Background: an optimization exercise with open tools, aiming at small area. Do not read the settings as production practice.
The RTL was checked by simulation tests, not by an equivalence proof against the original design.

==> design/flow/design.v <==
`timescale 1ns / 1ps
module complex_mult
#(
    parameter AWIDTH = 16,
    parameter BWIDTH = 16,
    parameter OUTWIDTH = 33   
) (
    input  wire clk,
    input  wire [  AWIDTH-1:0] a_real,
    input  wire [  AWIDTH-1:0] a_imag,
    input  wire [  BWIDTH-1:0] b_real,
    input  wire [  BWIDTH-1:0] b_imag,
    input  wire                 valid,
    output wire [OUTWIDTH-1:0] z_real,
    output wire [OUTWIDTH-1:0] z_imag
);
    reg  signed [AWIDTH-1:0]
    dsp1_trig1_1, dsp1_trig1_2,dsp1_trig1_3,dsp1_trig2_1,
    dsp2_trig1_1, dsp2_trig1_2,dsp2_trig1_3,dsp2_trig2_1,
    dsp3_trig1_1, dsp3_trig1_2,dsp3_trig1_3,dsp3_trig2_1;
    reg  signed [AWIDTH:0]
        dsp1_adder_1,dsp2_adder_1,dsp3_adder_1;
    reg  signed [OUTWIDTH-1:0]
        dsp1_mult,dsp2_mult,dsp3_mult,
        dsp1_mult_del,dsp2_mult_del,dsp3_mult_del;
    reg  signed [OUTWIDTH-1:0]
        dsp1_adder_2,dsp3_adder_2,
        dsp1_adder_2_del,dsp3_adder_2_del;
    reg signed [OUTWIDTH-1:0] z_real_int;
    reg signed [OUTWIDTH-1:0] z_imag_int;
always @(posedge clk) begin
    if (valid) begin
        dsp1_trig1_1 <= b_imag;
        dsp1_trig1_2 <= a_real;
        dsp1_trig1_3 <= a_imag;
        dsp2_trig1_1 <= a_real;
        dsp2_trig1_2 <= b_real;
        dsp2_trig1_3 <= b_imag;
        dsp3_trig1_1 <= b_real;
        dsp3_trig1_2 <= a_real;
        dsp3_trig1_3 <= a_imag;
    end
end
always @(posedge clk) begin
        dsp1_trig2_1    <=      dsp1_trig1_1;
        dsp1_adder_1    <=      dsp1_trig1_2 + dsp1_trig1_3;
        dsp2_trig2_1    <=      dsp2_trig1_1;
        dsp2_adder_1    <=      dsp2_trig1_2 + dsp2_trig1_3;
        dsp3_trig2_1    <=      dsp3_trig1_1;
        dsp3_adder_1    <=      dsp3_trig1_3 - dsp3_trig1_2;
end
always @(posedge clk)
    begin
        dsp1_mult       <=      dsp1_trig2_1 * dsp1_adder_1;
        dsp2_mult       <=      dsp2_trig2_1 * dsp2_adder_1;
        dsp3_mult       <=      dsp3_trig2_1 * dsp3_adder_1;
    end
always @(posedge clk)
   begin
        dsp1_mult_del   <=      dsp1_mult;
        dsp2_mult_del   <=      dsp2_mult;
        dsp3_mult_del   <=      dsp3_mult;
    end
always @(posedge clk)
    begin
        dsp1_adder_2    <=      dsp2_mult_del-dsp1_mult_del;
        dsp3_adder_2    <=      dsp2_mult_del+dsp3_mult_del;
    end
always @(posedge clk)
      begin
        dsp1_adder_2_del <=     dsp1_adder_2;
        dsp3_adder_2_del <=     dsp3_adder_2;
      end
always @(posedge clk)
    begin
        z_real_int       <=     dsp1_adder_2_del;
        z_imag_int       <=     dsp3_adder_2_del;
    end
    assign z_real = z_real_int;
    assign z_imag = z_imag_int;
endmodule
==> design/flow/run.sh <==
#!/bin/bash
# synth_recipe.tcl (not shown) runs the flow's synth.tcl, then flattens the netlist and writes it again
# the make line also repeats each setting of config.mk as NAME=value (left out here)
make -C /OpenROAD-flow-scripts/flow DESIGN_CONFIG=/design/flow/config.mk WORK_HOME=/design/flow/orfs CLKGATE_MAP_FILE= SYNTH_SCRIPT=/design/flow/synth_recipe.tcl finish
==> design/flow/config.mk <==
export PLATFORM = sky130hd
export DESIGN_NAME = complex_mult
export DESIGN_NICKNAME = complex_mult
export VERILOG_FILES = /design/flow/design.v
export SDC_FILE = /design/flow/constraint.sdc
export NUM_CORES = 4
export LEC_CHECK = 0
export CAP_MARGIN = 20
export CORE_MARGIN = 2
export CORE_UTILIZATION = 40
export SLEW_MARGIN = 20
==> design/flow/constraint.sdc <==
create_clock -name core_clock -period 7.0 [get_ports {clk}]
set_input_delay 1.4000 -clock core_clock [delete_from_list [all_inputs] [get_ports {clk}]]
set_output_delay 1.4000 -clock core_clock [all_outputs]
set_load 0.01 [all_outputs]
==> impl_metrics.yaml <==
status:
  status: "no timing/DRC/antenna violations"
final_layout:
  final_core_util: 0.4521
  nNetsFinal: 6102
  area_growth_syn_to_layout_pct: 11.89
  drive_gt1_frac: 0.04354
  design_area_um2: 53450
route:
  num_vias: 31210
  drtAntennaViolNets: 0
  drtPass1Iterations: 5
  drt-initial-drc-count: 1722
  wl_mm: 112.6
  vias_per_cell: 4.854
  drc_errors: 0
  wl_per_cell_um: 17.51
sta:
  slew_headroom: 0.3796
  rsz0062_at_grt: "no"
  slew_violations: 0
  setup_tns_ns: 0
  max_freq_mhz: 150.5
  skew_ns: 0.04121
  finalCriticalPeriod_ns: 6.643
  timing.final.ws_setup_ns: 0.3568
  finalCritPeriodShare: 0.9490
  hold_viol: 0
  finalSetupViolations: 0
  worstMarginPinSlew_ns: 0.9305
clocking:
  h-tree-depth: 3
  cts.sinks: 558
  numCtsBuffers: 66
  cts_root_buffer: "clkbuf_16"
  insertion_delay_ns: 0.65
  cts_tree: "yes"
  clockBufferDepth: 3
  cts.clk_slew.worst_paths_ns: 0.06
  cts_setup_buffers: 0
critical_path:
  cp.arrival_ns: 7.20
  critPathKind: "register to register"
  worstSetupEndpointType: "register"
  cp_slowest_cell: "dfxtp_1"
  worst_ep_required_time_ns: 7.56
  critPathMaxFanout: 17
  cp-start-kind: "register"
  cp_cell_sequence: "nand2_1, fa_1, inv_1, fa_1, fa_1, fa_1, fa_1, inv_1, fa_1, inv_1, ha_1, o21ai_0, o21ai_0, a21oi_1, o211a_1, o21bai_2, o31a_4, a21o_1, or4_1, nand3_1"
  cpPeakStageDelay_ns: 0.87
  cpMostUsedCell: "fa_1"
grt:
  grt_max_degree: 65
  grt_pass1_vias: 33760
  gr-total-overflow: 0
  grt_pass1_wl_mm: 184.6
  antenna_found_initial: 8
  groute.usage.overall: 0.1952
synth:
  synth_cell_type_count: 71
  netlist_area_um2: 47770
  synth-async-reset-ratio: 0
  synth-xor-area-share: 0.03593
  synthSimpleGateAreaFrac: 0.1179
  synth_top_family_by_area: "adder cells"
  syn_inst: 4684
  synthFlopType: "dfxtp_1"
  avgSynthCellArea_um2: 10.20
  ys_ff_latch: 558
  yosys_warnings: 1
  synth-adder-area-share: 0.4444
  synth.area.mux_share: 0.0002095
  synth-edff-count: 64
  synth-compound-area-share: 0.06744
  ys_seq_area_frac: 0.2472
  syn-num-nets: 5947
hold_path:
  hold_class: "register to register"
floorplanning:
  pin_count: 132
  chipHeight_um: 349.6
  rows: 126
  start_util: 0.4040
  die_area_um2: 122200
  core_region_area_um2: 118200
  die_w_um: 349.6
placement:
  routabilityCongestion: 0.8886
  dp_hpwl_mm: 94.77
  post-place-ws_ns: 0.2384
  dpl-instance-area_um2: 51130
  port_buffers: 131
run:
  cap_violations: 0
-- synth_stat cells, drive strengths merged, types with 4 or more instances --
library cell	number	area share
or2	8	0.0010
and3	19	0.0025
nor2	139	0.011
a21oi	142	0.015
nor3	30	0.0031
a21o	75	0.012
clkbuf	116	0.0091
fa	833	0.35
ha	364	0.095
and2	386	0.051
o21ai	82	0.0086
dfxtp	494	0.21
o21bai	30	0.0048
nand2	441	0.035
nand3	17	0.0018
o21a	38	0.0060
inv	988	0.078
or3	12	0.0017
nor2b	18	0.0024
o211a	4	0.00084
o211ai	11	0.0017
o31ai	6	0.0010
a31oi	9	0.0012
a221oi	5	0.00092
a2111oi	8	0.0015
nor4	5	0.00065
xor2	46	0.0084
xnor2	150	0.028
a211o	7	0.0013
nand3b	4	0.00063
a31o	8	0.0015
o22ai	8	0.0010
edfxtp	64	0.040
nand4	14	0.0018
nand2b	29	0.0038
a211oi	27	0.0042
o31a	4	0.00092
-- final cells by class --
class	instances	area, µm²
Fill cell	11210	64780
Multi-Input combinational cell	3020	31820
Sequential cell	558	11820
Inverter	988	3709
Tap cell	1536	1922
Timing Repair Buffer	205	1877
Clock buffer	84	1810
Clock inverter	37	495.5
Antenna cell	1	2.502
-- layout by cell type, fill, tap and decap left out, drive strengths merged, types with 5 or more instances in the layout --
cell type      instances
inv                  996
fa                   833
dfxtp                494
nand2                441
and2                 386
ha                   364
xnor2                150
a21oi                142
nor2                 139
clkdlybuf4s50        130
clkbuf                84
o21ai                 82
a21o                  75
buf                   75
edfxtp                64
xor2                  46
o21a                  38
nor3                  30
o21bai                30
nand2b                29
a211oi                27
and3                  19
clkinv                19
nor2b                 18
nand3                 17
nand4                 14
or3                   12
o211ai                11
a31oi                  9
o22ai                  8
or2                    8
a31o                   8
a2111oi                8
a211o                  7
o31ai                  6
a221oi                 5
nor4                   5
bufinv                 5
clkinvlp               5
-- final timing paths --
kind,slack [ns],cells after the start,from,end
worst min register to register,0.31,0,dsp2_mult[22]$_DFF_P_,dsp2_mult_del[22]$_DFF_P_
worst max register to register,0.36,20,dsp2_trig2_1[8]$_DFF_P_,dsp2_mult[32]$_DFF_P_
worst min-delay path,0.31,0,dsp2_mult[22]$_DFF_P_,dsp2_mult_del[22]$_DFF_P_
worst max-delay path,0.36,20,dsp2_trig2_1[8]$_DFF_P_,dsp2_mult[32]$_DFF_P_
-- per-layer routing --
layer	vias to the layer above	part of all wire	GRT usage
met3	162	0.043	0.02270
met1	15740	0.44	0.2546
met4	6	0.040	0.07460
li1	14610	-	-
met5	-	0.00030	0
met2	696	0.48	0.3324
-- kinds of logic (layout without fill, tap and decap cells) --
kind of cell / count (synthesis) / count (layout)
and+or+nand+nor: 1135 / 1135
other: 0 / 1
adders and majority gates: 1197 / 1197
DFF: 558 / 558
buffers and inverters: 1106 / 1314
xor gates and xnor gates: 196 / 196
AOI/OAI and AO/OA: 491 / 491
muxes: 1 / 1
-- flip-flops by register name (all words and copies together), names as in the netlist, 17 cells and up --
signal and cells:
dsp1_mult 33, dsp3_mult_del 33, dsp3_adder_2 33, z_real_int 33, dsp3_mult 33, dsp2_adder_1 17, dsp2_mult_del 33, dsp3_adder_2_del 33
dsp3_adder_1 17, dsp1_mult_del 33, z_imag_int 33, dsp2_mult 33, dsp1_adder_2_del 33, dsp1_adder_2 33
-- critical path, delay by kind of cell (launching register included) --
family | cells | cell delay (ns)
DFF | 1 | 0.87
adders and majority gates | 7 | 3.42
buffers and inverters | 3 | 0.15
AOI/OAI and AO/OA | 7 | 1.33
and+or+nand+nor | 3 | 0.81
-- stage by stage --
step                instances  hold slack (ns)
CTS                      6428           0.2998
finish                   6429           0.3079
global placement         6307           0.3097
global route             6428           0.3094
floorplan                4684           0.3096
detailed placement       6307           0.3121
-- repair_timing --
action | CTS | global route
hold buffers | 0 | 0
endpoints found under the setup margin | 0 | 5
gates resized for setup | 0 | 6

port drivers added, routing unchanged:
No port has a modelled driver above. Below, the same layout with a new extraction and two added sets of constraints.
Step 1 (the two cells are an assumption about what drives the block):
set clk [get_ports {clk}]
set_driving_cell -lib_cell sky130_fd_sc_hd__clkbuf_16 $clk
set_driving_cell -lib_cell sky130_fd_sc_hd__buf_2 [delete_from_list [all_inputs] $clk]
Step 2 also shifts input and output timing later by t, the mid clock arrival at the registers, as if the neighbouring blocks saw the same clock.
a / b / c = ideal ports / drivers / drivers and shift; a / b = the first two.
t, ns: 0.706
setup slack, ns: 0.357 / 0.357 / 0.357
clock arrival spread, ns: 0.042 / 0.042
worst register clock-pin slew, ns: 0.07 / 0.07
After both steps setup and hold are still met in this run. For this run, drivers alone change the setup slack by 0.000 ns; drivers and shift together by 0.000 ns.
